This is an optimization exercise on Yosys and OpenROAD, whose aim is small area, not a production implementation.
In this exercise RTL edits were held to simulation tests only and were not proved equivalent to the original.
The clock input has no modelled driver; a real chip could not lean on it and would need a root buffer or a full tree.
No activity file was given, so power comes from the tool's default toggle rates.

Design top_motor, start of the top module:
module top_motor(
    input i_clk, i_reset,
    input [2:0] i_button,
    output o_pwm,
    output [3:0] o_Led,
    output [7:0] o_font,
    output o_position
    );
Settings: LEC_CHECK=0, CAP_MARGIN=20, CORE_MARGIN=2, CORE_UTILIZATION=70, PLACE_DENSITY=0.8, SLEW_MARGIN=20; clock period 10.0 ns.
standard.sh (not shown) runs the stock make flow with config.mk's settings and CLKGATE_MAP_FILE= SYNTH_SCRIPT=/design/flow/synth_recipe.tcl, a recipe that flattens the netlist after the stock synthesis.
==> flow/flow/run.sh <==
#!/bin/bash
# Own layout flow: the standard ORFS flow with three changes:
#  - synthesis maps the logic with an area-oriented ABC script (flow/abc.script)
#    instead of ORFS's speed script; the rest of the synthesis is unchanged;
#  - port buffers are the smallest buffer cell;
#  - clock tree synthesis uses small clock buffers and no dummy loads.
# Every make run writes its full output to a log file in the work folder.
set -euo pipefail
W=$PWD
rm -rf "$W/scripts_area"
cp -r "$FLOW_HOME/scripts" "$W/scripts_area"
cp "$W/flow/abc.script" "$W/scripts_area/abc_speed.script"

bash standard.sh synth SCRIPTS_DIR="$W/scripts_area" > "$W/log_1_synth.txt" 2>&1
bash standard.sh floorplan place \
  BUFFER_PORTS_ARGS="-buffer_cell sky130_fd_sc_hd__buf_1" > "$W/log_2_place.txt" 2>&1
bash standard.sh cts \
  CTS_ARGS="-sink_clustering_enable -repair_clock_nets -buf_list sky130_fd_sc_hd__clkbuf_4 -dont_use_dummy_load" \
  > "$W/log_3_cts.txt" 2>&1
bash standard.sh finish > "$W/log_4_finish.txt" 2>&1
==> flow/flow/abc.script <==
strash
ifraig
dc2
strash
dch -f
map -a
topo
Rerun with:
--- a/flow/flow/run.sh
+++ b/flow/flow/run.sh
@@ -16,5 +16,5 @@
   BUFFER_PORTS_ARGS="-buffer_cell sky130_fd_sc_hd__buf_1" > "$W/log_2_place.txt" 2>&1
 bash standard.sh cts \
-  CTS_ARGS="-sink_clustering_enable -repair_clock_nets -buf_list sky130_fd_sc_hd__clkbuf_4 -dont_use_dummy_load" \
+  CTS_ARGS="-sink_clustering_enable -repair_clock_nets -buf_list sky130_fd_sc_hd__clkbuf_8 -dont_use_dummy_load" \
   > "$W/log_3_cts.txt" 2>&1
 bash standard.sh finish > "$W/log_4_finish.txt" 2>&1
What happened: Wire length goes up by 2.5%. Synthesized cell count stays the same. Area after synthesis does not change. Worst setup slack degrades by 0.0076 ns. Clock power goes up by 36%.

* * *

## run A
top_motor, a different RTL version from the one above (not shown whole).
For scale: about 170 cells after synthesis, roughly 71 flip-flops, ~19 I/O pins, about 0.0021 sq mm of cells after synthesis.
clock: 10.0 ns
lec_check: 0
cap_margin: 20
core_margin: 2
core_utilization: 45
place_density: 0.8
slew_margin: 20
==> flow/flow/run.sh <==
#!/bin/bash
# Own layout flow: the standard ORFS flow with four changes:
#  - synthesis maps the logic with an area-oriented ABC script (flow/abc.script)
#    instead of ORFS's speed script; the rest of the synthesis is unchanged;
#  - port buffers are the smallest buffer cell;
#  - the clock tree is a balanced two-level tree built by flow/clock_tree.tcl
#    (two clkbuf_16 leaf buffers under one clkbuf_2 root) in place of
#    TritonCTS's H-tree; the rest of ORFS's CTS step (timing repair,
#    detailed placement) runs as usual.
# Every make run writes its full output to a log file in the work folder.
set -euo pipefail
W=$PWD
rm -rf "$W/scripts_area" "$W/scripts_cts"
cp -r "$FLOW_HOME/scripts" "$W/scripts_area"
cp "$W/flow/abc.script" "$W/scripts_area/abc_speed.script"
cp -r "$FLOW_HOME/scripts" "$W/scripts_cts"
python3 - "$W/scripts_cts/cts.tcl" "$W/flow/clock_tree.tcl" <<'PY'
import sys
path, tree = sys.argv[1], sys.argv[2]
t = open(path).read()
old = "log_cmd clock_tree_synthesis {*}$cts_args\n"
assert old in t
t = t.replace(old, "source %s\nbuild_tree 2 sky130_fd_sc_hd__clkbuf_16 sky130_fd_sc_hd__clkbuf_2\nset_propagated_clock [all_clocks]\n" % tree)
open(path, "w").write(t)
PY

bash standard.sh synth SCRIPTS_DIR="$W/scripts_area" > "$W/log_1_synth.txt" 2>&1
bash standard.sh floorplan place \
  BUFFER_PORTS_ARGS="-buffer_cell sky130_fd_sc_hd__buf_1" > "$W/log_2_place.txt" 2>&1
bash standard.sh cts SCRIPTS_DIR="$W/scripts_cts" > "$W/log_3_cts.txt" 2>&1
bash standard.sh finish > "$W/log_4_finish.txt" 2>&1
==> flow/flow/abc.script <==
strash
&get -n
&deepsyn -T 20
&put
&get -n
&dch -f
&nf -a -R 1000
&put
strash
&get -n
&dch -f
&nf -a -R 1000
&put
topo
Other scripts of this flow, unchanged in this note and not shown: flow/flow/clock_tree.tcl
Input-level comparison between run B and run A:
==> flow/flow/abc.script <==
strash
&get -n
&deepsyn -T 20
&put
&get -n
&dch -f
&nf -a -R 1000 -p
&put
strash
&get -n
&dch -f
&nf -a -R 1000 -p
&put
topo
## What came out
As far as net switching share of the total power is concerned, run A and run B perform about the same. The run showing the greater headroom to the max-slew limit is run B. Summary — global-route usage, run B relative to run A: lower, by 0.36 points. Between run B and run A, the difference in fraction of power consumed by sequential logic is negligible.
No run of this note takes its clock network from TritonCTS; it comes from the design's own scripts or RTL.

## re-timing with driven ports
How much do the figures lean on ideal ports? The routed layouts below were timed once more, with nothing changed but the port constraints. Step 1 (the two cells are an assumption about what drives the block):
set clk [get_ports {i_clk}]
set_driving_cell -lib_cell sky130_fd_sc_hd__clkbuf_16 $clk
set_driving_cell -lib_cell sky130_fd_sc_hd__buf_2 [delete_from_list [all_inputs] $clk]
Step 2 times the ports against the registers' clock, not the clock port: input delays grow and output delays shrink by t, the midpoint of the rising clock arrivals with the driver on. a / b / c = no drivers / after step 1 / after step 2; a / b = the first two.
| run | shift t [ns] | setup WS [ns] | worst hold slack (ns) | worst setup path after step 2 | worst register clock-pin slew, ns |
|---|---|---|---|---|---|
| the first run of note 1 | 0.409 | 4.835 / 4.815 / 4.815 | 0.357 / 0.357 / 0.357 | input to output | 0.10 / 0.10 |
| the second run of note 1 | 0.349 | 4.828 / 4.808 / 4.808 | 0.366 / 0.366 / 0.366 | input to output | 0.06 / 0.06 |
| run A | 0.392 | 4.893 / 4.871 / 4.871 | 0.339 / 0.339 / 0.339 | input to output | 0.12 / 0.12 |
| run B | 0.378 | 4.924 / 4.901 / 4.901 | 0.340 / 0.340 / 0.340 | input to output | 0.12 / 0.12 |
After both steps every run listed still meets setup and hold. For run B, which loses most, drivers alone change the setup slack by -0.023 ns; drivers and shift together by -0.023 ns.
